Source: an optimization exercise on an open RTL-to-GDS flow (aim: small area, a short achievable clock period and few clock cycles). Production flows keep margins and buffers that such runs may drop. No functional check of the RTL was part of any run shown here.

<file path="flow/run.sh">
#!/bin/bash
# The standard layout, with timing repair aiming for 20 ns of setup slack
# at the design's clock period (over-fixing, as SETUP_SLACK_MARGIN does),
# on the worst 20% of endpoints, and buf_4 cells as the port buffers.
set -euo pipefail
bash standard.sh SETUP_SLACK_MARGIN=20 TNS_END_PERCENT=20 "BUFFER_PORTS_ARGS=-buffer_cell sky130_fd_sc_hd__buf_4" finish > orfs_make.log 2>&1
</file>
<file path="standard.sh">
#!/bin/bash
# synth_recipe.tcl (not shown) runs the flow's synth.tcl, then flattens the netlist and writes it again
# the make line also repeats each setting of config.mk as NAME=value (left out here)
make -C /OpenROAD-flow-scripts/flow DESIGN_CONFIG=/design/flow/config.mk WORK_HOME=/design/flow/orfs CLKGATE_MAP_FILE= SYNTH_SCRIPT=/design/flow/synth_recipe.tcl "${@:-finish}"
</file>
<file path="config.mk">
export PLATFORM = sky130hd
export DESIGN_NAME = bas
export DESIGN_NICKNAME = bas
export VERILOG_FILES = /design/flow/design.v
export SDC_FILE = /design/flow/constraint.sdc
export NUM_CORES = 8
export LEC_CHECK = 0
export ABC_AREA = 1
export CAP_MARGIN = 20
export CORE_MARGIN = 2
export CORE_UTILIZATION = 65
export SLEW_MARGIN = 20
</file>
<file path="constraint.sdc">
create_clock -name core_clock -period 27.0 [get_ports {clock}]
set_input_delay 5.4000 -clock core_clock [delete_from_list [all_inputs] [get_ports {clock}]]
set_output_delay 5.4000 -clock core_clock [all_outputs]
set_load 0.01 [all_outputs]
</file>
<file path="design.v">
module lfsr(d, n);
input  [8:0] d;
output [8:0] n;
assign n = {d[7:0], d[1] ^ d[2] ^ d[3] ^ d[7]};
endmodule
module beetle_left_antenna(d1, d2, q1, q2, ra, rb);
input [17:0] d1, d2;
input q1, q2;
output [32:0] ra, rb;
wire s0, k0;
assign {k0, s0} = {1'b0, ~(d1[0] & d1[6])} + {1'b0, ~(d1[1] & d1[5])} + {1'b0, 1'b1};
wire s1, k1;
assign {k1, s1} = {1'b0, ~(d1[0] & d1[4])} + {1'b0, ~(d1[1] & d1[3])} + {1'b0, 1'b1};
wire s2, k2;
assign {k2, s2} = {1'b0, ~(d1[0] & d1[5])} + {1'b0, ~(d1[1] & d1[4])} + {1'b0, ~(d1[3] & ~d1[2])};
wire s3, k3;
assign {k3, s3} = {1'b0, ~(d1[2] & d1[4])} + {1'b0, ~(d1[3] & d1[2])} + {1'b0, s0};
wire [8:0] Alo = {1'b0, k2, k1, s1, ~(d1[0] & d1[3]), ~(d1[0] & d1[2]), ~(d1[1] & ~d1[0]), 1'b1, ~d1[0]} + {1'b0, s3, s2, ~(d1[2] & d1[1]), ~(d1[2] & ~d1[1]), ~(d1[1] & d1[0]), 1'b1, 1'b1, 1'b1} + 9'd1;
wire s4, k4;
assign {k4, s4} = {1'b0, ~(d2[0] & d2[6])} + {1'b0, ~(d2[1] & d2[5])} + {1'b0, 1'b1};
wire s5, k5;
assign {k5, s5} = {1'b0, ~(d2[0] & d2[4])} + {1'b0, ~(d2[1] & d2[3])} + {1'b0, 1'b1};
wire s6, k6;
assign {k6, s6} = {1'b0, ~(d2[0] & d2[5])} + {1'b0, ~(d2[1] & d2[4])} + {1'b0, ~(d2[3] & ~d2[2])};
wire s7, k7;
assign {k7, s7} = {1'b0, ~(d2[2] & d2[4])} + {1'b0, ~(d2[3] & d2[2])} + {1'b0, s4};
wire [8:0] Blo = {1'b0, k6, k5, s5, ~(d2[0] & d2[3]), ~(d2[0] & d2[2]), ~(d2[1] & ~d2[0]), 1'b1, ~d2[0]} + {1'b0, s7, s6, ~(d2[2] & d2[1]), ~(d2[2] & ~d2[1]), ~(d2[1] & d2[0]), 1'b1, 1'b1, 1'b1} + 9'd1;
wire s8, k8;
assign {k8, s8} = {1'b0, ~(d1[0] & d1[7])} + {1'b0, ~(d1[1] & d1[6])} + {1'b0, 1'b1};
wire s9, k9;
assign {k9, s9} = {1'b0, ~(d1[0] & d1[12])} + {1'b0, ~(d1[1] & d1[11])} + {1'b0, 1'b1};
wire s10, k10;
assign {k10, s10} = {1'b0, ~(d1[0] & d1[13])} + {1'b0, ~(d1[1] & d1[12])} + {1'b0, ~(d1[2] & d1[11])};
wire s11, k11;
assign {k11, s11} = {1'b0, ~(d1[0] & d1[14])} + {1'b0, ~(d1[1] & d1[13])} + {1'b0, ~(d1[2] & d1[12])};
wire s12, k12;
assign {k12, s12} = {1'b0, ~(d1[3] & d1[11])} + {1'b0, ~(d1[4] & d1[10])} + {1'b0, ~(d1[5] & d1[9])};
wire s13, k13;
assign {k13, s13} = {1'b0, ~(d1[0] & d1[15])} + {1'b0, ~(d1[1] & d1[14])} + {1'b0, ~(d1[2] & d1[13])};
wire s14, k14;
assign {k14, s14} = {1'b0, ~(d1[3] & d1[12])} + {1'b0, ~(d1[4] & d1[11])} + {1'b0, ~(d1[5] & d1[10])};
wire s15, k15;
assign {k15, s15} = {1'b0, ~(d1[6] & d1[9])} + {1'b0, ~(d1[8] & ~d1[7])} + {1'b0, 1'b1};
wire s16, k16;
assign {k16, s16} = {1'b0, ~(d1[0] & d1[16])} + {1'b0, ~(d1[1] & d1[15])} + {1'b0, ~(d1[2] & d1[14])};
wire s17, k17;
assign {k17, s17} = {1'b0, ~(d1[3] & d1[13])} + {1'b0, ~(d1[4] & d1[12])} + {1'b0, ~(d1[5] & d1[11])};
wire s18, k18;
assign {k18, s18} = {1'b0, ~(d1[6] & d1[10])} + {1'b0, ~(d1[7] & d1[9])} + {1'b0, ~(d1[8] & d1[7])};
wire s19, k19;
assign {k19, s19} = {1'b0, ~(d2[0] & d2[16])} + {1'b0, ~(d2[1] & d2[15])} + {1'b0, ~(d2[2] & d2[14])};
wire s20, k20;
assign {k20, s20} = {1'b0, ~(d1[1] & d1[16])} + {1'b0, ~(d1[2] & d1[15])} + {1'b0, ~(d1[3] & d1[14])};
wire s21, k21;
assign {k21, s21} = {1'b0, ~(d1[4] & d1[13])} + {1'b0, ~(d1[5] & d1[12])} + {1'b0, ~(d1[6] & d1[11])};
wire s22, k22;
assign {k22, s22} = {1'b0, ~(d1[7] & d1[10])} + {1'b0, ~(d1[9] & ~d1[8])} + {1'b0, (d1[17] & d1[0])};
wire s23, k23;
assign {k23, s23} = {1'b0, ~(d2[1] & d2[16])} + {1'b0, ~(d2[2] & d2[15])} + {1'b0, ~(d2[3] & d2[14])};
wire s24, k24;
assign {k24, s24} = {1'b0, ~(d2[4] & d2[13])} + {1'b0, ~(d2[5] & d2[12])} + {1'b0, 1'b1};
wire s25, k25;
assign {k25, s25} = {1'b0, 1'b0} + {1'b0, ~(d1[2] & d1[16])} + {1'b0, ~(d1[3] & d1[15])};
wire s26, k26;
assign {k26, s26} = {1'b0, ~(d1[4] & d1[14])} + {1'b0, ~(d1[5] & d1[13])} + {1'b0, ~(d1[6] & d1[12])};
wire s27, k27;
assign {k27, s27} = {1'b0, ~(d1[7] & d1[11])} + {1'b0, ~(d1[8] & d1[10])} + {1'b0, ~(d1[9] & d1[8])};
wire s28, k28;
assign {k28, s28} = {1'b0, (d1[17] & d1[1])} + {1'b0, ~(d2[2] & d2[16])} + {1'b0, ~(d2[3] & d2[15])};
wire s29, k29;
assign {k29, s29} = {1'b0, ~(d2[4] & d2[14])} + {1'b0, ~(d2[5] & d2[13])} + {1'b0, ~(d2[6] & d2[12])};
wire s30, k30;
assign {k30, s30} = {1'b0, ~(d2[7] & d2[11])} + {1'b0, ~(d2[8] & d2[10])} + {1'b0, 1'b1};
wire s31, k31;
assign {k31, s31} = {1'b0, ~(d1[3] & d1[16])} + {1'b0, ~(d1[4] & d1[15])} + {1'b0, ~(d1[5] & d1[14])};
wire s32, k32;
assign {k32, s32} = {1'b0, ~(d1[6] & d1[13])} + {1'b0, ~(d1[7] & d1[12])} + {1'b0, ~(d1[8] & d1[11])};
wire s33, k33;
assign {k33, s33} = {1'b0, ~(d1[10] & ~d1[9])} + {1'b0, (d1[17] & d1[2])} + {1'b0, ~(d2[3] & d2[16])};
wire s34, k34;
assign {k34, s34} = {1'b0, ~(d2[4] & d2[15])} + {1'b0, ~(d2[5] & d2[14])} + {1'b0, ~(d2[6] & d2[13])};
wire s35, k35;
assign {k35, s35} = {1'b0, ~(d2[7] & d2[12])} + {1'b0, ~(d2[8] & d2[11])} + {1'b0, 1'b1};
wire s36, k36;
assign {k36, s36} = {1'b0, ~(d1[4] & d1[16])} + {1'b0, ~(d1[5] & d1[15])} + {1'b0, ~(d1[6] & d1[14])};
wire s37, k37;
assign {k37, s37} = {1'b0, ~(d1[7] & d1[13])} + {1'b0, ~(d1[8] & d1[12])} + {1'b0, ~(d1[9] & d1[11])};
wire s38, k38;
assign {k38, s38} = {1'b0, ~(d1[10] & d1[9])} + {1'b0, (d1[17] & d1[3])} + {1'b0, ~(d2[4] & d2[16])};
wire s39, k39;
assign {k39, s39} = {1'b0, ~(d2[5] & d2[15])} + {1'b0, ~(d2[6] & d2[14])} + {1'b0, ~(d2[7] & d2[13])};
wire s40, k40;
assign {k40, s40} = {1'b0, ~(d1[5] & d1[16])} + {1'b0, ~(d1[6] & d1[15])} + {1'b0, ~(d1[7] & d1[14])};
wire s41, k41;
assign {k41, s41} = {1'b0, ~(d1[8] & d1[13])} + {1'b0, ~(d1[9] & d1[12])} + {1'b0, ~(d1[11] & ~d1[10])};
wire s42, k42;
assign {k42, s42} = {1'b0, (d1[17] & d1[4])} + {1'b0, ~(d2[5] & d2[16])} + {1'b0, 1'b1};
wire s43, k43;
assign {k43, s43} = {1'b0, ~(d1[6] & d1[16])} + {1'b0, ~(d1[7] & d1[15])} + {1'b0, ~(d1[8] & d1[14])};
wire s44, k44;
assign {k44, s44} = {1'b0, ~(d1[9] & d1[13])} + {1'b0, ~(d1[10] & d1[12])} + {1'b0, ~(d1[11] & d1[10])};
wire s45, k45;
assign {k45, s45} = {1'b0, ~(d1[7] & d1[16])} + {1'b0, ~(d1[8] & d1[15])} + {1'b0, 1'b1};
wire s46, k46;
assign {k46, s46} = {1'b0, ~(d1[2] & d1[5])} + {1'b0, ~(d1[4] & ~d1[3])} + {1'b0, ~(d2[0] & d2[7])};
wire s47, k47;
assign {k47, s47} = {1'b0, ~(d2[1] & d2[6])} + {1'b0, ~(d2[2] & d2[5])} + {1'b0, ~(d2[4] & ~d2[3])};
wire s48, k48;
assign {k48, s48} = {1'b0, ~(d1[0] & d1[8])} + {1'b0, ~(d1[1] & d1[7])} + {1'b0, ~(d1[2] & d1[6])};
wire s49, k49;
assign {k49, s49} = {1'b0, ~(d1[3] & d1[5])} + {1'b0, ~(d1[4] & d1[3])} + {1'b0, ~(d2[0] & d2[8])};
wire s50, k50;
assign {k50, s50} = {1'b0, ~(d1[0] & d1[9])} + {1'b0, ~(d1[1] & d1[8])} + {1'b0, ~(d1[2] & d1[7])};
wire s51, k51;
assign {k51, s51} = {1'b0, ~(d1[3] & d1[6])} + {1'b0, ~(d1[5] & ~d1[4])} + {1'b0, 1'b1};
wire s52, k52;
assign {k52, s52} = {1'b0, ~(d1[0] & d1[10])} + {1'b0, ~(d1[1] & d1[9])} + {1'b0, ~(d1[2] & d1[8])};
wire s53, k53;
assign {k53, s53} = {1'b0, ~(d1[3] & d1[7])} + {1'b0, ~(d1[4] & d1[6])} + {1'b0, ~(d1[5] & d1[4])};
wire s54, k54;
assign {k54, s54} = {1'b0, ~(d2[0] & d2[10])} + {1'b0, ~(d2[1] & d2[9])} + {1'b0, 1'b1};
wire s55, k55;
assign {k55, s55} = {1'b0, ~(d1[0] & d1[11])} + {1'b0, ~(d1[1] & d1[10])} + {1'b0, ~(d1[2] & d1[9])};
wire s56, k56;
assign {k56, s56} = {1'b0, ~(d1[3] & d1[8])} + {1'b0, ~(d1[4] & d1[7])} + {1'b0, ~(d1[6] & ~d1[5])};
wire s57, k57;
assign {k57, s57} = {1'b0, ~(d2[0] & d2[11])} + {1'b0, ~(d2[1] & d2[10])} + {1'b0, ~(d2[2] & d2[9])};
wire s58, k58;
assign {k58, s58} = {1'b0, ~(d1[2] & d1[10])} + {1'b0, ~(d1[3] & d1[9])} + {1'b0, ~(d1[4] & d1[8])};
wire s59, k59;
assign {k59, s59} = {1'b0, ~(d1[5] & d1[7])} + {1'b0, ~(d1[6] & d1[5])} + {1'b0, ~(d2[0] & d2[12])};
wire s60, k60;
assign {k60, s60} = {1'b0, ~(d2[1] & d2[11])} + {1'b0, ~(d2[2] & d2[10])} + {1'b0, ~(d2[3] & d2[9])};
wire s61, k61;
assign {k61, s61} = {1'b0, ~(d2[4] & d2[8])} + {1'b0, ~(d2[5] & d2[7])} + {1'b0, 1'b1};
wire s62, k62;
assign {k62, s62} = {1'b0, ~(d1[3] & d1[10])} + {1'b0, ~(d1[4] & d1[9])} + {1'b0, ~(d1[5] & d1[8])};
wire s63, k63;
assign {k63, s63} = {1'b0, ~(d1[7] & ~d1[6])} + {1'b0, ~(d2[0] & d2[13])} + {1'b0, ~(d2[1] & d2[12])};
wire s64, k64;
assign {k64, s64} = {1'b0, ~(d2[2] & d2[11])} + {1'b0, ~(d2[3] & d2[10])} + {1'b0, ~(d2[4] & d2[9])};
wire s65, k65;
assign {k65, s65} = {1'b0, ~(d2[5] & d2[8])} + {1'b0, ~(d2[7] & ~d2[6])} + {1'b0, k9};
wire s66, k66;
assign {k66, s66} = {1'b0, ~(d1[6] & d1[8])} + {1'b0, ~(d1[7] & d1[6])} + {1'b0, ~(d2[0] & d2[14])};
wire s67, k67;
assign {k67, s67} = {1'b0, ~(d2[1] & d2[13])} + {1'b0, ~(d2[2] & d2[12])} + {1'b0, ~(d2[3] & d2[11])};
wire s68, k68;
assign {k68, s68} = {1'b0, ~(d2[4] & d2[10])} + {1'b0, ~(d2[5] & d2[9])} + {1'b0, ~(d2[6] & d2[8])};
wire s69, k69;
assign {k69, s69} = {1'b0, ~(d2[7] & d2[6])} + {1'b0, k10} + {1'b0, s11};
wire s70, k70;
assign {k70, s70} = {1'b0, ~(d2[0] & d2[15])} + {1'b0, ~(d2[1] & d2[14])} + {1'b0, ~(d2[2] & d2[13])};
wire s71, k71;
assign {k71, s71} = {1'b0, ~(d2[3] & d2[12])} + {1'b0, ~(d2[4] & d2[11])} + {1'b0, ~(d2[5] & d2[10])};
wire s72, k72;
assign {k72, s72} = {1'b0, ~(d2[6] & d2[9])} + {1'b0, ~(d2[8] & ~d2[7])} + {1'b0, k11};
wire s73, k73;
assign {k73, s73} = {1'b0, k12} + {1'b0, s13} + {1'b0, s14};
wire s74, k74;
assign {k74, s74} = {1'b0, ~(d2[3] & d2[13])} + {1'b0, ~(d2[4] & d2[12])} + {1'b0, ~(d2[5] & d2[11])};
wire s75, k75;
assign {k75, s75} = {1'b0, ~(d2[6] & d2[10])} + {1'b0, ~(d2[7] & d2[9])} + {1'b0, ~(d2[8] & d2[7])};
wire s76, k76;
assign {k76, s76} = {1'b0, k13} + {1'b0, k14} + {1'b0, k15};
wire s77, k77;
assign {k77, s77} = {1'b0, s16} + {1'b0, s17} + {1'b0, s18};
wire s78, k78;
assign {k78, s78} = {1'b0, ~(d2[6] & d2[11])} + {1'b0, ~(d2[7] & d2[10])} + {1'b0, ~(d2[9] & ~d2[8])};
wire s79, k79;
assign {k79, s79} = {1'b0, (d2[17] & d2[0])} + {1'b0, k16} + {1'b0, k17};
wire s80, k80;
assign {k80, s80} = {1'b0, k18} + {1'b0, k19} + {1'b0, s20};
wire s81, k81;
assign {k81, s81} = {1'b0, s21} + {1'b0, s22} + {1'b0, s23};
wire s82, k82;
assign {k82, s82} = {1'b0, ~(d2[9] & d2[8])} + {1'b0, (d2[17] & d2[1])} + {1'b0, k20};
wire s83, k83;
assign {k83, s83} = {1'b0, k21} + {1'b0, k22} + {1'b0, k23};
wire s84, k84;
assign {k84, s84} = {1'b0, k24} + {1'b0, s25} + {1'b0, s26};
wire s85, k85;
assign {k85, s85} = {1'b0, s27} + {1'b0, s28} + {1'b0, s29};
wire s86, k86;
assign {k86, s86} = {1'b0, ~(d2[10] & ~d2[9])} + {1'b0, (d2[17] & d2[2])} + {1'b0, k25};
wire s87, k87;
assign {k87, s87} = {1'b0, k26} + {1'b0, k27} + {1'b0, k28};
wire s88, k88;
assign {k88, s88} = {1'b0, k29} + {1'b0, k30} + {1'b0, s31};
wire s89, k89;
assign {k89, s89} = {1'b0, s32} + {1'b0, s33} + {1'b0, s34};
wire s90, k90;
assign {k90, s90} = {1'b0, ~(d2[8] & d2[12])} + {1'b0, ~(d2[9] & d2[11])} + {1'b0, ~(d2[10] & d2[9])};
wire s91, k91;
assign {k91, s91} = {1'b0, (d2[17] & d2[3])} + {1'b0, k31} + {1'b0, k32};
wire s92, k92;
assign {k92, s92} = {1'b0, k33} + {1'b0, k34} + {1'b0, k35};
wire s93, k93;
assign {k93, s93} = {1'b0, s36} + {1'b0, s37} + {1'b0, s38};
wire s94, k94;
assign {k94, s94} = {1'b0, ~(d2[6] & d2[15])} + {1'b0, ~(d2[7] & d2[14])} + {1'b0, ~(d2[8] & d2[13])};
wire s95, k95;
assign {k95, s95} = {1'b0, ~(d2[9] & d2[12])} + {1'b0, ~(d2[11] & ~d2[10])} + {1'b0, (d2[17] & d2[4])};
wire s96, k96;
assign {k96, s96} = {1'b0, k36} + {1'b0, k37} + {1'b0, k38};
wire s97, k97;
assign {k97, s97} = {1'b0, k39} + {1'b0, s40} + {1'b0, s41};
wire s98, k98;
assign {k98, s98} = {1'b0, (d1[17] & d1[5])} + {1'b0, ~(d2[6] & d2[16])} + {1'b0, ~(d2[7] & d2[15])};
wire s99, k99;
assign {k99, s99} = {1'b0, ~(d2[8] & d2[14])} + {1'b0, ~(d2[9] & d2[13])} + {1'b0, ~(d2[10] & d2[12])};
wire s100, k100;
assign {k100, s100} = {1'b0, ~(d2[11] & d2[10])} + {1'b0, (d2[17] & d2[5])} + {1'b0, k40};
wire s101, k101;
assign {k101, s101} = {1'b0, k41} + {1'b0, k42} + {1'b0, s43};
wire s102, k102;
assign {k102, s102} = {1'b0, ~(d1[9] & d1[14])} + {1'b0, ~(d1[10] & d1[13])} + {1'b0, ~(d1[12] & ~d1[11])};
wire s103, k103;
assign {k103, s103} = {1'b0, (d1[17] & d1[6])} + {1'b0, ~(d2[7] & d2[16])} + {1'b0, ~(d2[8] & d2[15])};
wire s104, k104;
assign {k104, s104} = {1'b0, ~(d2[9] & d2[14])} + {1'b0, ~(d2[10] & d2[13])} + {1'b0, ~(d2[12] & ~d2[11])};
wire s105, k105;
assign {k105, s105} = {1'b0, (d2[17] & d2[6])} + {1'b0, k43} + {1'b0, k44};
wire s106, k106;
assign {k106, s106} = {1'b0, ~(d1[8] & d1[16])} + {1'b0, ~(d1[9] & d1[15])} + {1'b0, ~(d1[10] & d1[14])};
wire s107, k107;
assign {k107, s107} = {1'b0, ~(d1[11] & d1[13])} + {1'b0, ~(d1[12] & d1[11])} + {1'b0, (d1[17] & d1[7])};
wire s108, k108;
assign {k108, s108} = {1'b0, ~(d2[8] & d2[16])} + {1'b0, ~(d2[9] & d2[15])} + {1'b0, ~(d2[10] & d2[14])};
wire s109, k109;
assign {k109, s109} = {1'b0, ~(d2[11] & d2[13])} + {1'b0, ~(d2[12] & d2[11])} + {1'b0, (d2[17] & d2[7])};
wire s110, k110;
assign {k110, s110} = {1'b0, ~(d1[9] & d1[16])} + {1'b0, ~(d1[10] & d1[15])} + {1'b0, ~(d1[11] & d1[14])};
wire s111, k111;
assign {k111, s111} = {1'b0, ~(d1[13] & ~d1[12])} + {1'b0, (d1[17] & d1[8])} + {1'b0, ~(d2[9] & d2[16])};
wire s112, k112;
assign {k112, s112} = {1'b0, ~(d2[10] & d2[15])} + {1'b0, ~(d2[11] & d2[14])} + {1'b0, 1'b1};
wire s113, k113;
assign {k113, s113} = {1'b0, ~(d1[10] & d1[16])} + {1'b0, ~(d1[11] & d1[15])} + {1'b0, ~(d1[12] & d1[14])};
wire s114, k114;
assign {k114, s114} = {1'b0, ~(d1[13] & d1[12])} + {1'b0, (d1[17] & d1[9])} + {1'b0, ~(d2[10] & d2[16])};
wire s115, k115;
assign {k115, s115} = {1'b0, ~(d1[11] & d1[16])} + {1'b0, ~(d1[12] & d1[15])} + {1'b0, 1'b1};
wire s116, k116;
assign {k116, s116} = {1'b0, k0} + {1'b0, k4} + {1'b0, s46};
wire s117, k117;
assign {k117, s117} = {1'b0, s47} + {1'b0, s8} + {1'b0, 1'b1};
wire s118, k118;
assign {k118, s118} = {1'b0, ~(d2[1] & d2[7])} + {1'b0, ~(d2[2] & d2[6])} + {1'b0, ~(d2[3] & d2[5])};
wire s119, k119;
assign {k119, s119} = {1'b0, ~(d2[4] & d2[3])} + {1'b0, k46} + {1'b0, k47};
wire s120, k120;
assign {k120, s120} = {1'b0, k8} + {1'b0, s48} + {1'b0, 1'b1};
wire s121, k121;
assign {k121, s121} = {1'b0, ~(d2[0] & d2[9])} + {1'b0, ~(d2[1] & d2[8])} + {1'b0, ~(d2[2] & d2[7])};
wire s122, k122;
assign {k122, s122} = {1'b0, ~(d2[3] & d2[6])} + {1'b0, ~(d2[5] & ~d2[4])} + {1'b0, k48};
wire s123, k123;
assign {k123, s123} = {1'b0, k49} + {1'b0, s50} + {1'b0, s51};
wire s124, k124;
assign {k124, s124} = {1'b0, ~(d2[2] & d2[8])} + {1'b0, ~(d2[3] & d2[7])} + {1'b0, ~(d2[4] & d2[6])};
wire s125, k125;
assign {k125, s125} = {1'b0, ~(d2[5] & d2[4])} + {1'b0, k50} + {1'b0, k51};
wire s126, k126;
assign {k126, s126} = {1'b0, s52} + {1'b0, s53} + {1'b0, s54};
wire s127, k127;
assign {k127, s127} = {1'b0, ~(d2[3] & d2[8])} + {1'b0, ~(d2[4] & d2[7])} + {1'b0, ~(d2[6] & ~d2[5])};
wire s128, k128;
assign {k128, s128} = {1'b0, k52} + {1'b0, k53} + {1'b0, k54};
wire s129, k129;
assign {k129, s129} = {1'b0, s55} + {1'b0, s56} + {1'b0, s57};
wire s130, k130;
assign {k130, s130} = {1'b0, ~(d2[6] & d2[5])} + {1'b0, k55} + {1'b0, k56};
wire s131, k131;
assign {k131, s131} = {1'b0, k57} + {1'b0, s58} + {1'b0, s59};
wire s132, k132;
assign {k132, s132} = {1'b0, s60} + {1'b0, s61} + {1'b0, s9};
wire s133, k133;
assign {k133, s133} = {1'b0, k58} + {1'b0, k59} + {1'b0, k60};
wire s134, k134;
assign {k134, s134} = {1'b0, k61} + {1'b0, s62} + {1'b0, s63};
wire s135, k135;
assign {k135, s135} = {1'b0, s64} + {1'b0, s10} + {1'b0, s65};
wire s136, k136;
assign {k136, s136} = {1'b0, k62} + {1'b0, k63} + {1'b0, k64};
wire s137, k137;
assign {k137, s137} = {1'b0, s66} + {1'b0, s67} + {1'b0, s68};
wire s138, k138;
assign {k138, s138} = {1'b0, s12} + {1'b0, k65} + {1'b0, s69};
wire s139, k139;
assign {k139, s139} = {1'b0, k66} + {1'b0, k67} + {1'b0, k68};
wire s140, k140;
assign {k140, s140} = {1'b0, s70} + {1'b0, s71} + {1'b0, s15};
wire s141, k141;
assign {k141, s141} = {1'b0, k69} + {1'b0, s72} + {1'b0, s73};
wire s142, k142;
assign {k142, s142} = {1'b0, k70} + {1'b0, k71} + {1'b0, s74};
wire s143, k143;
assign {k143, s143} = {1'b0, s75} + {1'b0, s19} + {1'b0, k72};
wire s144, k144;
assign {k144, s144} = {1'b0, k73} + {1'b0, s76} + {1'b0, s77};
wire s145, k145;
assign {k145, s145} = {1'b0, k74} + {1'b0, k75} + {1'b0, s78};
wire s146, k146;
assign {k146, s146} = {1'b0, s24} + {1'b0, k76} + {1'b0, k77};
wire s147, k147;
assign {k147, s147} = {1'b0, s79} + {1'b0, s80} + {1'b0, s81};
wire s148, k148;
assign {k148, s148} = {1'b0, k78} + {1'b0, s30} + {1'b0, k79};
wire s149, k149;
assign {k149, s149} = {1'b0, k80} + {1'b0, k81} + {1'b0, s82};
wire s150, k150;
assign {k150, s150} = {1'b0, s83} + {1'b0, s84} + {1'b0, s85};
wire s151, k151;
assign {k151, s151} = {1'b0, s35} + {1'b0, k82} + {1'b0, k83};
wire s152, k152;
assign {k152, s152} = {1'b0, k84} + {1'b0, k85} + {1'b0, s86};
wire s153, k153;
assign {k153, s153} = {1'b0, s87} + {1'b0, s88} + {1'b0, s89};
wire s154, k154;
assign {k154, s154} = {1'b0, s90} + {1'b0, s39} + {1'b0, k86};
wire s155, k155;
assign {k155, s155} = {1'b0, k87} + {1'b0, k88} + {1'b0, k89};
wire s156, k156;
assign {k156, s156} = {1'b0, s91} + {1'b0, s92} + {1'b0, s93};
wire s157, k157;
assign {k157, s157} = {1'b0, k90} + {1'b0, s94} + {1'b0, s95};
wire s158, k158;
assign {k158, s158} = {1'b0, s42} + {1'b0, k91} + {1'b0, k92};
wire s159, k159;
assign {k159, s159} = {1'b0, k93} + {1'b0, s96} + {1'b0, s97};
wire s160, k160;
assign {k160, s160} = {1'b0, k94} + {1'b0, k95} + {1'b0, s98};
wire s161, k161;
assign {k161, s161} = {1'b0, s99} + {1'b0, s44} + {1'b0, k96};
wire s162, k162;
assign {k162, s162} = {1'b0, k97} + {1'b0, s100} + {1'b0, s101};
wire s163, k163;
assign {k163, s163} = {1'b0, k98} + {1'b0, k99} + {1'b0, s102};
wire s164, k164;
assign {k164, s164} = {1'b0, s103} + {1'b0, s104} + {1'b0, s45};
wire s165, k165;
assign {k165, s165} = {1'b0, k100} + {1'b0, k101} + {1'b0, s105};
wire s166, k166;
assign {k166, s166} = {1'b0, k102} + {1'b0, k103} + {1'b0, k104};
wire s167, k167;
assign {k167, s167} = {1'b0, k45} + {1'b0, s106} + {1'b0, s107};
wire s168, k168;
assign {k168, s168} = {1'b0, s108} + {1'b0, s109} + {1'b0, k105};
wire s169, k169;
assign {k169, s169} = {1'b0, ~(d2[13] & ~d2[12])} + {1'b0, (d2[17] & d2[8])} + {1'b0, k106};
wire s170, k170;
assign {k170, s170} = {1'b0, k107} + {1'b0, k108} + {1'b0, k109};
wire s171, k171;
assign {k171, s171} = {1'b0, s110} + {1'b0, s111} + {1'b0, s112};
wire s172, k172;
assign {k172, s172} = {1'b0, ~(d2[11] & d2[15])} + {1'b0, ~(d2[12] & d2[14])} + {1'b0, ~(d2[13] & d2[12])};
wire s173, k173;
assign {k173, s173} = {1'b0, (d2[17] & d2[9])} + {1'b0, k110} + {1'b0, k111};
wire s174, k174;
assign {k174, s174} = {1'b0, k112} + {1'b0, s113} + {1'b0, s114};
wire s175, k175;
assign {k175, s175} = {1'b0, ~(d1[14] & ~d1[13])} + {1'b0, (d1[17] & d1[10])} + {1'b0, ~(d2[11] & d2[16])};
wire s176, k176;
assign {k176, s176} = {1'b0, ~(d2[12] & d2[15])} + {1'b0, ~(d2[14] & ~d2[13])} + {1'b0, (d2[17] & d2[10])};
wire s177, k177;
assign {k177, s177} = {1'b0, k113} + {1'b0, k114} + {1'b0, s115};
wire s178, k178;
assign {k178, s178} = {1'b0, ~(d1[12] & d1[16])} + {1'b0, ~(d1[13] & d1[15])} + {1'b0, ~(d1[14] & d1[13])};
wire s179, k179;
assign {k179, s179} = {1'b0, (d1[17] & d1[11])} + {1'b0, ~(d2[12] & d2[16])} + {1'b0, ~(d2[13] & d2[15])};
wire s180, k180;
assign {k180, s180} = {1'b0, ~(d2[14] & d2[13])} + {1'b0, (d2[17] & d2[11])} + {1'b0, k115};
wire s181, k181;
assign {k181, s181} = {1'b0, ~(d1[13] & d1[16])} + {1'b0, ~(d1[15] & ~d1[14])} + {1'b0, (d1[17] & d1[12])};
wire s182, k182;
assign {k182, s182} = {1'b0, ~(d2[13] & d2[16])} + {1'b0, ~(d2[15] & ~d2[14])} + {1'b0, 1'b1};
wire s183, k183;
assign {k183, s183} = {1'b0, ~(d1[14] & d1[16])} + {1'b0, ~(d1[15] & d1[14])} + {1'b0, (d1[17] & d1[13])};
wire s184, k184;
assign {k184, s184} = {1'b0, k3} + {1'b0, k7} + {1'b0, s116};
wire s185, k185;
assign {k185, s185} = {1'b0, s118} + {1'b0, s49} + {1'b0, k116};
wire s186, k186;
assign {k186, s186} = {1'b0, k117} + {1'b0, s119} + {1'b0, 1'b1};
wire s187, k187;
assign {k187, s187} = {1'b0, k118} + {1'b0, s121} + {1'b0, k119};
wire s188, k188;
assign {k188, s188} = {1'b0, k120} + {1'b0, s122} + {1'b0, s123};
wire s189, k189;
assign {k189, s189} = {1'b0, k121} + {1'b0, s124} + {1'b0, k122};
wire s190, k190;
assign {k190, s190} = {1'b0, k123} + {1'b0, s125} + {1'b0, s126};
wire s191, k191;
assign {k191, s191} = {1'b0, k124} + {1'b0, s127} + {1'b0, k125};
wire s192, k192;
assign {k192, s192} = {1'b0, k126} + {1'b0, s128} + {1'b0, s129};
wire s193, k193;
assign {k193, s193} = {1'b0, k127} + {1'b0, k128} + {1'b0, k129};
wire s194, k194;
assign {k194, s194} = {1'b0, s130} + {1'b0, s131} + {1'b0, s132};
wire s195, k195;
assign {k195, s195} = {1'b0, k130} + {1'b0, k131} + {1'b0, k132};
wire s196, k196;
assign {k196, s196} = {1'b0, s133} + {1'b0, s134} + {1'b0, s135};
wire s197, k197;
assign {k197, s197} = {1'b0, k133} + {1'b0, k134} + {1'b0, s136};
wire s198, k198;
assign {k198, s198} = {1'b0, s137} + {1'b0, k135} + {1'b0, s138};
wire s199, k199;
assign {k199, s199} = {1'b0, k136} + {1'b0, k137} + {1'b0, s139};
wire s200, k200;
assign {k200, s200} = {1'b0, s140} + {1'b0, k138} + {1'b0, s141};
wire s201, k201;
assign {k201, s201} = {1'b0, k139} + {1'b0, k140} + {1'b0, s142};
wire s202, k202;
assign {k202, s202} = {1'b0, s143} + {1'b0, k141} + {1'b0, s144};
wire s203, k203;
assign {k203, s203} = {1'b0, k142} + {1'b0, s145} + {1'b0, k143};
wire s204, k204;
assign {k204, s204} = {1'b0, s146} + {1'b0, k144} + {1'b0, s147};
wire s205, k205;
assign {k205, s205} = {1'b0, k145} + {1'b0, k146} + {1'b0, s148};
wire s206, k206;
assign {k206, s206} = {1'b0, s149} + {1'b0, k147} + {1'b0, s150};
wire s207, k207;
assign {k207, s207} = {1'b0, k148} + {1'b0, k149} + {1'b0, s151};
wire s208, k208;
assign {k208, s208} = {1'b0, s152} + {1'b0, k150} + {1'b0, s153};
wire s209, k209;
assign {k209, s209} = {1'b0, k151} + {1'b0, k152} + {1'b0, s154};
wire s210, k210;
assign {k210, s210} = {1'b0, s155} + {1'b0, k153} + {1'b0, s156};
wire s211, k211;
assign {k211, s211} = {1'b0, s157} + {1'b0, k154} + {1'b0, k155};
wire s212, k212;
assign {k212, s212} = {1'b0, s158} + {1'b0, k156} + {1'b0, s159};
wire s213, k213;
assign {k213, s213} = {1'b0, k157} + {1'b0, s160} + {1'b0, k158};
wire s214, k214;
assign {k214, s214} = {1'b0, s161} + {1'b0, k159} + {1'b0, s162};
wire s215, k215;
assign {k215, s215} = {1'b0, k160} + {1'b0, s163} + {1'b0, s164};
wire s216, k216;
assign {k216, s216} = {1'b0, k161} + {1'b0, s165} + {1'b0, k162};
wire s217, k217;
assign {k217, s217} = {1'b0, k163} + {1'b0, k164} + {1'b0, s166};
wire s218, k218;
assign {k218, s218} = {1'b0, s167} + {1'b0, k165} + {1'b0, s168};
wire s219, k219;
assign {k219, s219} = {1'b0, k166} + {1'b0, k167} + {1'b0, s169};
wire s220, k220;
assign {k220, s220} = {1'b0, s170} + {1'b0, s171} + {1'b0, k168};
wire s221, k221;
assign {k221, s221} = {1'b0, s172} + {1'b0, k169} + {1'b0, k170};
wire s222, k222;
assign {k222, s222} = {1'b0, k171} + {1'b0, s173} + {1'b0, s174};
wire s223, k223;
assign {k223, s223} = {1'b0, k172} + {1'b0, s175} + {1'b0, s176};
wire s224, k224;
assign {k224, s224} = {1'b0, k173} + {1'b0, k174} + {1'b0, s177};
wire s225, k225;
assign {k225, s225} = {1'b0, k175} + {1'b0, k176} + {1'b0, s178};
wire s226, k226;
assign {k226, s226} = {1'b0, s179} + {1'b0, k177} + {1'b0, s180};
wire s227, k227;
assign {k227, s227} = {1'b0, (d2[17] & d2[12])} + {1'b0, k178} + {1'b0, k179};
wire s228, k228;
assign {k228, s228} = {1'b0, s181} + {1'b0, s182} + {1'b0, k180};
wire s229, k229;
assign {k229, s229} = {1'b0, ~(d2[14] & d2[16])} + {1'b0, ~(d2[15] & d2[14])} + {1'b0, (d2[17] & d2[13])};
wire s230, k230;
assign {k230, s230} = {1'b0, k181} + {1'b0, k182} + {1'b0, s183};
wire s231, k231;
assign {k231, s231} = {1'b0, ~(d1[16] & ~d1[15])} + {1'b0, (d1[17] & d1[14])} + {1'b0, ~(d2[16] & ~d2[15])};
wire s232, k232;
assign {k232, s232} = {1'b0, (d2[17] & d2[14])} + {1'b0, k183} + {1'b0, 1'b1};
wire s233, k233;
assign {k233, s233} = {1'b0, ~(d1[16] & d1[15])} + {1'b0, (d1[17] & d1[15])} + {1'b0, ~(d2[16] & d2[15])};
wire s234, k234;
assign {k234, s234} = {1'b0, (d2[17] & d2[15])} + {1'b0, ~(q1 & d1[0])} + {1'b0, ~(q2 & d2[0])};
wire s235, k235;
assign {k235, s235} = {1'b0, ~d1[17]} + {1'b0, ~d2[17]} + {1'b0, (d1[17] & d1[16])};
wire s236, k236;
assign {k236, s236} = {1'b0, (d2[17] & d2[16])} + {1'b0, ~(q1 & d1[1])} + {1'b0, ~(q2 & d2[1])};
wire s237, k237;
assign {k237, s237} = {1'b0, s117} + {1'b0, s184} + {1'b0, 1'b1};
wire s238, k238;
assign {k238, s238} = {1'b0, s120} + {1'b0, s185} + {1'b0, s186};
wire s239, k239;
assign {k239, s239} = {1'b0, k185} + {1'b0, k186} + {1'b0, s187};
wire s240, k240;
assign {k240, s240} = {1'b0, k187} + {1'b0, s189} + {1'b0, k188};
wire s241, k241;
assign {k241, s241} = {1'b0, k189} + {1'b0, s191} + {1'b0, k190};
wire s242, k242;
assign {k242, s242} = {1'b0, k191} + {1'b0, s193} + {1'b0, k192};
wire s243, k243;
assign {k243, s243} = {1'b0, k193} + {1'b0, s195} + {1'b0, k194};
wire s244, k244;
assign {k244, s244} = {1'b0, k195} + {1'b0, s197} + {1'b0, k196};
wire s245, k245;
assign {k245, s245} = {1'b0, k197} + {1'b0, s199} + {1'b0, k198};
wire s246, k246;
assign {k246, s246} = {1'b0, k199} + {1'b0, s201} + {1'b0, k200};
wire s247, k247;
assign {k247, s247} = {1'b0, k201} + {1'b0, s203} + {1'b0, k202};
wire s248, k248;
assign {k248, s248} = {1'b0, k203} + {1'b0, s205} + {1'b0, k204};
wire s249, k249;
assign {k249, s249} = {1'b0, k205} + {1'b0, s207} + {1'b0, k206};
wire s250, k250;
assign {k250, s250} = {1'b0, k207} + {1'b0, s209} + {1'b0, k208};
wire s251, k251;
assign {k251, s251} = {1'b0, k209} + {1'b0, s211} + {1'b0, k210};
wire s252, k252;
assign {k252, s252} = {1'b0, k211} + {1'b0, s213} + {1'b0, k212};
wire s253, k253;
assign {k253, s253} = {1'b0, s215} + {1'b0, k213} + {1'b0, k214};
wire s254, k254;
assign {k254, s254} = {1'b0, s217} + {1'b0, k215} + {1'b0, k216};
wire s255, k255;
assign {k255, s255} = {1'b0, k217} + {1'b0, s219} + {1'b0, s220};
wire s256, k256;
assign {k256, s256} = {1'b0, k219} + {1'b0, s221} + {1'b0, s222};
wire s257, k257;
assign {k257, s257} = {1'b0, s223} + {1'b0, k221} + {1'b0, k222};
wire s258, k258;
assign {k258, s258} = {1'b0, k223} + {1'b0, s225} + {1'b0, s226};
wire s259, k259;
assign {k259, s259} = {1'b0, k225} + {1'b0, s227} + {1'b0, k226};
wire s260, k260;
assign {k260, s260} = {1'b0, s229} + {1'b0, k227} + {1'b0, s230};
wire s261, k261;
assign {k261, s261} = {1'b0, k229} + {1'b0, s231} + {1'b0, k230};
wire s262, k262;
assign {k262, s262} = {1'b0, k231} + {1'b0, s233} + {1'b0, s234};
wire s263, k263;
assign {k263, s263} = {1'b0, k233} + {1'b0, s235} + {1'b0, k234};
wire s264, k264;
assign {k264, s264} = {1'b0, ~(q1 & d1[2])} + {1'b0, ~(q2 & d2[2])} + {1'b0, k235};
wire s265, k265;
assign {k265, s265} = {1'b0, 1'b0} + {1'b0, ~(q1 & d1[3])} + {1'b0, 1'b1};
wire s266, k266;
assign {k266, s266} = {1'b0, 1'b0} + {1'b0, ~(q1 & d1[4])} + {1'b0, 1'b1};
wire s267, k267;
assign {k267, s267} = {1'b0, 1'b0} + {1'b0, ~(q1 & d1[5])} + {1'b0, 1'b1};
wire s268, k268;
assign {k268, s268} = {1'b0, 1'b0} + {1'b0, ~(q1 & d1[6])} + {1'b0, 1'b1};
wire s269, k269;
assign {k269, s269} = {1'b0, Alo[8]} + {1'b0, Blo[8]} + {1'b0, 1'b1};
wire s270, k270;
assign {k270, s270} = {1'b0, k184} + {1'b0, k237} + {1'b0, s238};
wire s271, k271;
assign {k271, s271} = {1'b0, s188} + {1'b0, k238} + {1'b0, s239};
wire s272, k272;
assign {k272, s272} = {1'b0, s190} + {1'b0, k239} + {1'b0, s240};
wire s273, k273;
assign {k273, s273} = {1'b0, s192} + {1'b0, k240} + {1'b0, s241};
wire s274, k274;
assign {k274, s274} = {1'b0, s194} + {1'b0, k241} + {1'b0, s242};
wire s275, k275;
assign {k275, s275} = {1'b0, k242} + {1'b0, s196} + {1'b0, s243};
wire s276, k276;
assign {k276, s276} = {1'b0, k243} + {1'b0, s198} + {1'b0, s244};
wire s277, k277;
assign {k277, s277} = {1'b0, s200} + {1'b0, k244} + {1'b0, s245};
wire s278, k278;
assign {k278, s278} = {1'b0, s202} + {1'b0, k245} + {1'b0, s246};
wire s279, k279;
assign {k279, s279} = {1'b0, s204} + {1'b0, k246} + {1'b0, s247};
wire s280, k280;
assign {k280, s280} = {1'b0, s206} + {1'b0, k247} + {1'b0, s248};
wire s281, k281;
assign {k281, s281} = {1'b0, s208} + {1'b0, k248} + {1'b0, s249};
wire s282, k282;
assign {k282, s282} = {1'b0, s210} + {1'b0, k249} + {1'b0, s250};
wire s283, k283;
assign {k283, s283} = {1'b0, s212} + {1'b0, k250} + {1'b0, s251};
wire s284, k284;
assign {k284, s284} = {1'b0, s214} + {1'b0, k251} + {1'b0, s252};
wire s285, k285;
assign {k285, s285} = {1'b0, s216} + {1'b0, k252} + {1'b0, s253};
wire s286, k286;
assign {k286, s286} = {1'b0, s218} + {1'b0, k253} + {1'b0, s254};
wire s287, k287;
assign {k287, s287} = {1'b0, k218} + {1'b0, k254} + {1'b0, s255};
wire s288, k288;
assign {k288, s288} = {1'b0, k220} + {1'b0, s256} + {1'b0, k255};
wire s289, k289;
assign {k289, s289} = {1'b0, s224} + {1'b0, k256} + {1'b0, s257};
wire s290, k290;
assign {k290, s290} = {1'b0, k224} + {1'b0, k257} + {1'b0, s258};
wire s291, k291;
assign {k291, s291} = {1'b0, s228} + {1'b0, s259} + {1'b0, k258};
wire s292, k292;
assign {k292, s292} = {1'b0, k228} + {1'b0, s260} + {1'b0, k259};
wire s293, k293;
assign {k293, s293} = {1'b0, s232} + {1'b0, s261} + {1'b0, k260};
wire s294, k294;
assign {k294, s294} = {1'b0, k232} + {1'b0, s262} + {1'b0, k261};
wire s295, k295;
assign {k295, s295} = {1'b0, s236} + {1'b0, k262} + {1'b0, s263};
wire s296, k296;
assign {k296, s296} = {1'b0, k236} + {1'b0, s264} + {1'b0, k263};
wire s297, k297;
assign {k297, s297} = {1'b0, ~(q2 & d2[3])} + {1'b0, s265} + {1'b0, k264};
wire s298, k298;
assign {k298, s298} = {1'b0, ~(q2 & d2[4])} + {1'b0, k265} + {1'b0, s266};
wire s299, k299;
assign {k299, s299} = {1'b0, ~(q2 & d2[5])} + {1'b0, k266} + {1'b0, s267};
wire s300, k300;
assign {k300, s300} = {1'b0, ~(q2 & d2[6])} + {1'b0, k267} + {1'b0, s268};
wire s301, k301;
assign {k301, s301} = {1'b0, 1'b0} + {1'b0, k268} + {1'b0, 1'b1};
assign ra = ~{k300, k299, k298, k297, k296, k295, k294, k293, k292, k291, k290, k289, k288, k287, k286, k285, k284, k283, k282, k281, k280, k279, k278, k277, k276, k275, k274, k273, k272, k271, k270, k269, s269};
assign rb = ~{s301, s300, s299, s298, s297, s296, s295, s294, s293, s292, s291, s290, s289, s288, s287, s286, s285, s284, s283, s282, s281, s280, s279, s278, s277, s276, s275, s274, s273, s272, s271, s270, s237};
endmodule
module beetle_compare(al, bl, ar, br, gt);
input [32:0] al, bl, ar, br;
output gt;
wire [31:0] a = {~al[31], al[30:0]};
wire [31:0] b = bl[31:0];
wire [31:0] c = ~{~ar[31], ar[30:0]};
wire [31:0] e = ~br[31:0];
wire [32:0] tl = {1'b0, a} + {1'b0, b};
wire [32:0] tr = {1'b0, ~c} + {1'b0, br[31:0]};
wire [31:0] x1 = a ^ b;
wire [31:0] x2 = c ^ e;
wire [31:0] x = x1 ^ x2;
wire [31:0] co;
wire [31:0] ci = {co[30:0], 1'b1};
genvar i;
generate for (i = 0; i < 32; i = i + 1) begin : cmp4
  assign co[i] = x1[i] ? c[i] : a[i];
end endgenerate
wire [31:0] xs = x ^ ci;
wire [31:0] xk = {x[30:0] & ci[30:0] | ~x[30:0] & e[30:0], 1'b0};
wire k31 = x[31] ? ci[31] : e[31];
wire [32:0] ts = {1'b0, xs} + {1'b0, xk};
assign gt = ~(ts[32] ^ k31 ^ co[31] ^ tl[32] ^ tr[32]);
endmodule
module beetle_right_antenna(dir, sense, s3, step);
input  [8:0]  dir;
input  [12:0] sense;
input  [14:0] s3;
output [13:0] step;
wire [15:0] s1 = {3'b000, sense};
wire [15:0] s2 = {2'b00, sense, 1'b0};
wire [15:0] t3 = {1'b0, s3};
wire [15:0] s4 = {1'b0, sense, 2'b00};
wire [3:0] g0 = {dir[2:0], 1'b0};
wire [3:0] g1 = dir[5:2];
wire [3:0] g2 = dir[8:5];
wire [15:0] r0, r1, r2;
wire n0, n1, n2;
beetle_booth_row b0(g0, s1, s2, t3, s4, r0, n0);
beetle_booth_row b1(g1, s1, s2, t3, s4, r1, n1);
beetle_booth_row b2(g2, s1, s2, t3, s4, r2, n2);
wire [21:0] p = {{6{n0}}, r0} + {{3{n1}}, r1, 3'd0} + {r2, 6'd0}
              + {15'd0, n2, 2'b00, n1, 2'b00, n0};
assign step = p[21:8];
endmodule
module beetle_booth_row(g, s1, s2, s3, s4, r, n);
input  [3:0]  g;
input  [15:0] s1, s2, s3, s4;
output [15:0] r;
output n;
wire [2:0] a = g[3] ? ~g[2:0] : g[2:0];
wire m1 = ~a[2] & (a[1] ^ a[0]);
wire m2 = ~a[2] & a[1] & a[0] | a[2] & ~a[1] & ~a[0];
wire m3 = a[2] & (a[1] ^ a[0]);
wire m4 = a[2] & a[1] & a[0];
wire [15:0] mag = {16{m1}} & s1 | {16{m2}} & s2 | {16{m3}} & s3 | {16{m4}} & s4;
assign r = g[3] ? ~mag : mag;
assign n = g[3];
endmodule
module beetle_position(mx, my, nx, ny, d1, d2, q1, q2);
parameter NB = 0;
input  [15:0] mx, my;
input  signed [13:0] nx, ny;
output [17:0] d1, d2;
output q1, q2;
wire [15:0] fx = {{2{nx[13]}}, nx};
wire [15:0] fy = {{2{ny[13]}}, ny};
wire [15:0] ax = NB ? mx - fx : mx + fx;
wire [15:0] ay = NB ? my - fy : my + fy;
assign d1 = {2'b00, ax} + {ay[15], ay, 1'b0} - 18'd1792;
assign d2 = {ax[15], ax, 1'b0} + {2'b00, ay} - 18'd1280;
assign q1 = ay[15];
assign q2 = ax[15];
endmodule
module bas(clock,reset,load, seed_x,seed_y,iterations,x,y,x_extreme,y_extreme,out_value,done );
    input clock,reset,load;
    input [8:0] seed_x,seed_y;
    input [8:0] iterations;
    input [15:0] x,y;
    output signed [15:0] x_extreme,y_extreme;
    output signed [39:0] out_value;
    output reg done;
    reg [15:0] x_curr, y_curr;           
    reg signed [13:0] step_x, step_y;    
    reg signed [13:0] step_nx, step_ny;  
    reg [17:0] dl1, dl2, dr1, dr2;       
    reg ql1, ql2, qr1, qr2;              
    reg [32:0] value_curr;               
    reg [8:0] dir_x, dir_y;              
    reg [12:0] sense;                    
    reg [8:0] remain;
    reg run;
    reg first;                           
    reg [15:0] x_best, y_best;
    reg [32:0] value_best;
    reg value_init;                      
    wire [32:0] al, bl, ar, br;
    beetle_left_antenna ol(dl1, dl2, ql1, ql2, al, bl);
    beetle_left_antenna or_(dr1, dr2, qr1, qr2, ar, br);
    wire go_right;
    beetle_compare cmp(al, bl, ar, br, go_right);
    wire [32:0] odour_l = al + bl;
    wire [32:0] odour_r = ar + br;
    wire [15:0] x_l = x_curr + {{2{step_x[13]}}, step_x};
    wire [15:0] y_l = y_curr + {{2{step_y[13]}}, step_y};
    wire [15:0] x_r = x_curr - {{2{step_x[13]}}, step_x};
    wire [15:0] y_r = y_curr - {{2{step_y[13]}}, step_y};
    wire [17:0] ell1, ell2, elr1, elr2, erl1, erl2, err1, err2;
    wire qll1, qll2, qlr1, qlr2, qrl1, qrl2, qrr1, qrr2;
    wire signed [13:0] first_x = {{5{dir_x[8]}}, dir_x} + {{2{dir_x[8]}}, dir_x, 3'b000} + {dir_x[8], dir_x, 4'b0000};
    wire signed [13:0] first_y = {{5{dir_y[8]}}, dir_y} + {{2{dir_y[8]}}, dir_y, 3'b000} + {dir_y[8], dir_y, 4'b0000};
    wire signed [13:0] next_x = first ? first_x : step_nx;
    wire signed [13:0] next_y = first ? first_y : step_ny;
    beetle_position #(0) pll(x_l, y_l, next_x, next_y, ell1, ell2, qll1, qll2);
    beetle_position #(1) plr(x_l, y_l, next_x, next_y, elr1, elr2, qlr1, qlr2);
    beetle_position #(0) prl(x_r, y_r, next_x, next_y, erl1, erl2, qrl1, qrl2);
    beetle_position #(1) prr(x_r, y_r, next_x, next_y, err1, err2, qrr1, qrr2);
    wire signed [13:0] mul_x, mul_y;
    wire [14:0] sense3 = {2'b00, sense} + {1'b0, sense, 1'b0};
    wire [8:0] dir_x_n, dir_y_n;
    lfsr lx(dir_x, dir_x_n);
    lfsr ly(dir_y, dir_y_n);
    beetle_right_antenna mulx(dir_x_n, sense, sense3, mul_x);
    beetle_right_antenna muly(dir_y_n, sense, sense3, mul_y);
    assign x_extreme = x_best;
    assign y_extreme = y_best;
    assign out_value = {4'b0, {3{value_init}}, value_best};
    always @(posedge clock) begin
        if (reset) begin
            x_curr <= x;
            y_curr <= y;
            dl1 <= 18'd0;
            dl2 <= 18'd0;
            dr1 <= 18'd0;
            dr2 <= 18'd0;
            ql1 <= 1'b0;
            ql2 <= 1'b0;
            qr1 <= 1'b0;
            qr2 <= 1'b0;
            step_x <= 14'd0;
            step_y <= 14'd0;
            step_nx <= 14'd0;
            step_ny <= 14'd0;
            dir_x <= 9'd0;
            dir_y <= 9'd0;
        end else begin
            if (go_right) begin
                x_curr <= x_r;
                y_curr <= y_r;
                dl1 <= erl1;
                dl2 <= erl2;
                dr1 <= err1;
                dr2 <= err2;
                ql1 <= qrl1;
                ql2 <= qrl2;
                qr1 <= qrr1;
                qr2 <= qrr2;
            end else begin
                x_curr <= x_l;
                y_curr <= y_l;
                dl1 <= ell1;
                dl2 <= ell2;
                dr1 <= elr1;
                dr2 <= elr2;
                ql1 <= qll1;
                ql2 <= qll2;
                qr1 <= qlr1;
                qr2 <= qlr2;
            end
            step_x <= next_x;
            step_y <= next_y;
            step_nx <= mul_x;
            step_ny <= mul_y;
            if (load) begin
                dir_x <= seed_x;
                dir_y <= seed_y;
            end else begin
                dir_x <= dir_x_n;
                dir_y <= dir_y_n;
            end
        end
        value_curr <= go_right ? odour_r : odour_l;
        if (reset)
            sense <= 13'd6400;
        else
            sense <= sense - {8'd0, sense[12:8]} - {12'd0, sense[7:0] != 8'd0};
        if (reset) begin
            run <= 1'b0;
            done <= 1'b0;
            first <= 1'b0;
            x_best <= 16'd0;
            y_best <= 16'd0;
            value_best <= {33{1'b1}};
            value_init <= 1'b1;
        end else if (load) begin
            remain <= iterations;
            first <= 1'b1;
            run <= iterations != 9'd0;
            done <= iterations == 9'd0;
        end else if (run) begin
            remain <= remain - 9'd1;
            first <= 1'b0;
            if (remain == 9'd0) begin
                run <= 1'b0;
                done <= 1'b1;
            end
            if (!first && value_curr < value_best) begin
                x_best <= x_curr;
                y_best <= y_curr;
                value_best <= value_curr;
                value_init <= 1'b0;
            end
        end
    end
endmodule
</file>
==> results of run 1 <==
-- worst min-delay path, stage by stage (launching register included) --
cell     delay (ns)
dfxtp_1        0.33
nand2_1        0.05
nand3_1        0.05
-- routing by layer --
layer | vias up | global-route usage
met5 | - | 0
met4 | 10 | 0.3657
met3 | 1097 | 0.07633
met2 | 3254 | 0.7201
met1 | 26545 | 0.4762
li1 | 25996 | -
-- final timing paths --
check	endpoint	slack, ns	depth (start not counted)	from
max reg2reg	dl2[7]	19.89	31	dl1[6]
max	dl2[7]	19.89	31	dl1[6]
min	value_best[16]	0.46	2	value_curr[16]
min reg2reg	value_best[16]	0.46	2	value_curr[16]
-- logic make-up (layout without fill, tap and decap cells) --
| family | count (synthesis) | count (layout) | share of synthesized area |
|---|---|---|---|
| xor gates and xnor gates | 497 | 497 | 0.07451 |
| and+or+nand+nor | 2743 | 2753 | 0.1892 |
| DFF | 304 | 304 | 0.1057 |
| muxes | 10 | 10 | 0.001906 |
| other | 1 | 6 | 0.00006419 |
| adders and majority gates | 1351 | 1351 | 0.3645 |
| AOI/OAI and AO/OA | 1326 | 1326 | 0.1294 |
| buffers and inverters | 2052 | 2160 | 0.1348 |
-- registers in the layout, indices dropped and copies added (netlist names), 9 cells and up --
name,cells
dr1,17
y_curr,16
step_nx,14
dl2,17
value_curr,33
remain,9
y_best,16
dir_y,9
dl1,18
step_x,14
x_best,16
dir_x,9
sense,13
step_y,14
value_best,33
x_curr,16
dr2,18
step_ny,14
-- timing repair --
item / in CTS / in global routing
pin swaps: 22 / 113
cloned: 16 / 9
setup buffers: 92 / 102
setup endpoints to repair: 196 / 201
resized for setup: 257 / 245
-- cell type report --
cell class / count / area (um2)
Sequential cell: 304 / 6405
Timing Repair inverter: 1 / 8.758
Clock buffer: 50 / 1121
Inverter: 1705 / 6446
Timing Repair Buffer: 382 / 3591
Multi-Input combinational cell: 5941 / 45830
Tap cell: 1165 / 1458
Fill cell: 7096 / 23700
Antenna cell: 2 / 5.005
Clock inverter: 22 / 226.5
-- cells in the final DEF, fill, tap and decap left out, types with 15 or more instances in the layout --
cell type | Yosys | layout
nand2_1 | 1754 | 1741
inv_1 | 1692 | 1668
ha_1 | 766 | 720
a21oi_1 | 579 | 568
nor2_1 | 548 | 538
fa_1 | 585 | 505
xor2_1 | 402 | 386
o21ai_0 | 351 | 332
buf_4 | 10 | 322
nand3_1 | 269 | 265
dfxtp_1 | 295 | 230
xnor2_1 | 95 | 86
fa_2 | 0 | 80
o21bai_1 | 64 | 63
dfxtp_4 | 0 | 59
nor3_1 | 57 | 55
o22ai_1 | 55 | 55
clkbuf_16 | 0 | 49
a31oi_1 | 43 | 43
nand4_1 | 38 | 38
ha_4 | 0 | 38
o21ai_1 | 21 | 36
o211ai_1 | 30 | 30
buf_12 | 0 | 29
or2_2 | 25 | 25
a21o_1 | 25 | 25
o31ai_1 | 23 | 23
inv_2 | 7 | 23
a21boi_0 | 23 | 23
a221oi_1 | 19 | 19
o21a_1 | 18 | 18
o221ai_1 | 18 | 18
nor4_1 | 16 | 15
-- Yosys cell counts, types with 95 or more instances --
master / number
clkbuf_1: 260
inv_1: 1692
xor2_1: 402
ha_1: 766
fa_1: 585
dfxtp_1: 295
nor2_1: 548
o21ai_0: 351
a21oi_1: 579
nand2_1: 1754
xnor2_1: 95
nand3_1: 269
-- per-stage QoR --
step	hold slack (ns)	utilization
finish	0.4595	0.7331
global route	0.4737	0.7330
CTS	0.4484	0.7109
detailed placement	0.4480	0.6730
global placement	0.4429	0.6730
floorplan	0.4303	-
==> metrics.csv, run 1 <==
metric;value;unit
status;no timing/DRC/antenna violations;
most used cell, CP;inv_1;
DRT iter0 DRCs;6005;
Main synth FF type;dfxtp_1;
Worst-Margin Slew;1.086;ns
Layout Skew;0.04691;ns
clk sinks;304;
Synth area leader;fa_1;
Die X;303.8;um
sequential share of the synthesized area;0.1057;
I/O pins;135;
fin cells;9572;
CTS tree;built;
Fin. Hold Viols;0;
met2 WL;94640;um
Yosys top cell area share;0.2005;
via count;56902;
Max Slew Vio Count;0;
final worst-path cycle share;0.2634;
highest metal used;met5;
Worst EP required;27.53;ns
first-pass GRT wire length;308700;um
critical path's largest stage delay;0.62;ns
Setup Viol. Count Final;0;
maximum clock frequency;140.6;MHz
layout cells sized above 1;0.09625;
Syn. warnings;1;
Hold-fix buffers, CTS;0;
vias per cell;5.945;
setup TNS;0;ns
die area;92300;um2
Inserted Clock Buffers;41;
cells after synthesis;8284;
Worst slew margin;0.2710;
WL/cell;21.71;um
CTS clk-pin slew, worst paths;0.06;ns
DRC viols;0;
delay-heaviest family, CP;adder cells;
minimum clock period;7.113;ns
crit end category;flop;
Area contributors post-synth;fa_1, ha_1, nand2_1;
Starting Density;0.6580;
Min-Delay Path Class;reg -> reg;
mapped cell area;58420;um2
dpl cells;9279;
post-route ant nets;0;
metal3 WL;19400;um
Core ar.;88780;um2
overall routing resource usage;0.4300;
WL final;207900;um
cell row count;109;
post-synthesis to final-layout area growth;11.40;%
Post-synth ARST share;0;
WS Path Type;reg -> reg;
Metal-1 WL;71210;um
RSZ-0062 raised after global routing;yes;
max cap viols;0;
number of H-tree levels;2;
Post-Place Cell Area;59750;um2
final setup margin;19.89;ns
Die Height;303.8;um
crit path max fanout;10;
GRT Residual Overflow;0;
crit path launch type;flop;
Final #Nets;9789;
Mapped Avg Cell Area;7.053;um2
port bufs;130;
Final Wtd Congestion;1.055;
register bit count reported by yosys;304;
Initial DRT Pass Iterations;7;
pin count of the biggest net entering global routing;90;
Final Cell Area;65090;um2
HPWL after DPL;155100;um
vias in the first global route;56076;
EDFF count, synth;9;
pre-CTS WS;17.85;ns
clk buf depth;3;
CP max stage cell;fa_2;
antenna violations before repair;7;
Buf+Inv Stages, Crit Path;8;
Worst-Skew Late Latency;0.65;ns
CP arrival;7.64;ns
Distinct cells, synth;66;
CTS root buffer;clkbuf_16;
==> run 2: changes to the inputs <==
==> flow/run.sh (replaced) <==
#!/bin/bash
# The standard layout, with timing repair aiming for 20.5 ns of setup slack
# at the design's clock period (over-fixing, as SETUP_SLACK_MARGIN does),
# on the worst 20% of endpoints, and buf_4 cells as the port buffers.
set -euo pipefail
bash standard.sh SETUP_SLACK_MARGIN=20.5 TNS_END_PERCENT=20 "BUFFER_PORTS_ARGS=-buffer_cell sky130_fd_sc_hd__buf_4" finish > orfs_make.log 2>&1
--- a/config.mk
+++ b/config.mk
@@ -10,3 +10,3 @@
 export CORE_MARGIN = 2
-export CORE_UTILIZATION = 65
+export CORE_UTILIZATION = 45
 export SLEW_MARGIN = 20
==> metrics.csv, run 2 <==
metric;value;unit
Worst EP required;27.56;ns
crit end category;flop;
setup TNS;0;ns
I/O pins;135;
maximum clock frequency;146.3;MHz
final core occ;0.5272;
Min-Delay Path Class;reg -> reg;
Layout Skew;0.02419;ns
CTS root buffer;clkbuf_16;
via count;55285;
Core ar.;129200;um2
clk sinks;304;
layout cells sized above 1;0.1254;
number of H-tree levels;2;
antenna violations before repair;1;
CP arrival;7.39;ns
Starting Density;0.4524;
overall routing resource usage;0.3188;
Post-synth ARST share;0;
critical path's largest stage delay;0.59;ns
post-route ant nets;0;
CTS clk-pin slew, worst paths;0.06;ns
Fin. Hold Viols;0;
synth cell count leaders;nand2_1, inv_1, ha_1;
Seq. cell area;6402;um2
clk buf depth;3;
Mapped Avg Cell Area;7.053;um2
Main synth FF type;dfxtp_1;
WL/cell;21.21;um
crit path launch type;flop;
Area contributors post-synth;fa_1, ha_1, nand2_1;
Die Height;364.3;um
Synth area leader;fa_1;
cell row count;132;
Inserted Clock Buffers;42;
commonest non-fill, non-tap cell in the layout;nand2_1;
Syn. warnings;1;
HPWL after DPL;158100;um
first-pass GRT wire length;323500;um
register bit count reported by yosys;304;
RSZ-0062 raised after global routing;yes;
most frequent cell after synthesis;nand2_1;
WL final;217300;um
crit path max fanout;6;
biggest registers after layout;value_best (33), value_curr (33);
port bufs;130;
Final Wtd Congestion;0.9972;
die area;132700;um2
pin count of the biggest net entering global routing;97;
max cap viols;0;
CTS tree;built;
mapped cell area;58420;um2
Multi-input gate area;46810;um2
GRT Residual Overflow;0;
CP max stage cell;fa_2;
vias in the first global route;55669;
EDFF count, synth;9;
vias per cell;5.398;
Final #Nets;9878;
minimum clock period;6.834;ns
DRC viols;0;
status;no timing/DRC/antenna violations;
most frequent cells in the layout;nand2_1, inv_1, ha_1;
fillcell total;12622;
Worst-Skew Late Latency;0.64;ns
sequential share of the synthesized area;0.1057;
Yosys top cell area share;0.2005;
cells after synthesis;8284;
Worst slew margin;0.3434;
Distinct cells, synth;66;
DRT iter0 DRCs;4579;
Worst-Margin Slew;0.9815;ns
most used cell, CP;fa_2;
Initial DRT Pass Iterations;7;
final worst-path cycle share;0.2531;
post-synthesis to final-layout area growth;16.54;%
Die X;364.3;um
WS Path Type;reg -> reg;
Max Slew Vio Count;0;
Setup Viol. Count Final;0;
[run 2: worst max-delay path: cells and delay by family, from the launching register on]
family	cells	cell delay [ns]
AO/OA/AOI/OAI	1	0.16
AND/OR/NAND/NOR	11	1.52
flip-flops	1	0.37
buffers and inverters	8	0.91
XOR/XNOR	1	0.15
adder cells (fa/ha/maj)	9	3.63
[run 2: logic make-up after synthesis]
family                     Yosys count  share of synthesized area
adders and majority gates         1351                     0.3645
DFF                                304                     0.1057
other                                1                 0.00006419
buffers and inverters             2052                     0.1348
xor gates and xnor gates           497                    0.07451
muxes                               10                   0.001906
AOI/OAI and AO/OA                 1326                     0.1294
and+or+nand+nor                   2743                     0.1892
[run 2: path summary, 6_finish.rpt]
kind | cells after the start | end | startpoint | slack (ns)
setup / recovery | 30 | ql2 | dr1[12] | 20.17
hold / removal | 2 | value_best[11] | value_curr[11] | 0.46
hold reg to reg | 2 | value_best[11] | value_curr[11] | 0.46
setup reg to reg | 30 | ql2 | dr1[12] | 20.17
[run 2: area by class of cell]
| class | count | share of cell area |
|---|---|---|
| clock inverter | 23 | 0.003896 |
| timing repair inverter | 1 | 0.0002389 |
| clock buffer | 54 | 0.01759 |
| sequential | 304 | 0.09403 |
| inverter | 1705 | 0.09495 |
| timing repair buffer | 462 | 0.06968 |
| tap | 1742 | 0.03201 |
| multi-input combinational | 5949 | 0.6876 |
| antenna | 1 | 0.00003675 |
[run 2: through the flow]
stage          area (um2)  std cells  setup slack (ns)  hold WS (ns)
6_report            68090      10241             20.17        0.4617
5_1_grt             68090      10240             19.95        0.4794
4_1_cts             66200      10160             20.29        0.4577
3_5_place_dp        60570       9863             17.51        0.4490
3_3_place_gp        60570       9863             17.44        0.4425
2_1_floorplan       58610       8287             20.35        0.4303
[run 2: per-layer routing]
layer	GRT usage	vias up	routed length, um
met1	0.3636	26350	82200
met2	0.5570	2108	103300
met4	0.2056	0	17690
li1	-	26160	-
met3	0.04651	667	14030
met5	0	-	0
[run 2: repair_timing]
item                                    4_1_cts  5_1_grt
setup buffers                               190       70
hold buffers                                  0        0
endpoints found under the setup margin      298      296
pin swaps                                   133      137
resized for setup                           498      280
gates cloned                                 30       10

-- static timing again, ports no longer ideal --
Ports are ideal in the flow. The routed layouts listed here were re-timed in OpenROAD.
Step 1, drivers: a clkbuf_16 drives clock and a buf_2 each remaining input, both assumed.
Step 2, shift: input delay + t, output delay - t, t = (earliest + latest rising clock arrival at the registers) / 2. This alone moves slack from input paths to output paths.
Slacks: no drivers / after step 1 / after step 2; pairs: no drivers / after step 1.
run	shift t [ns]	setup WS [ns]	clock arrival spread, ns	worst data-port slew with drivers (ns)	pins driven straight from the clock port
run 1	0.707	19.887 / 19.887 / 19.284	0.047 / 0.047	0.07	1
run 2	0.703	20.166 / 20.166 / 19.613	0.024 / 0.024	0.05	1
After both steps every run listed still meets setup and hold. For run 1, which loses most, drivers alone change the setup slack by 0.000 ns; drivers and shift together by -0.603 ns.
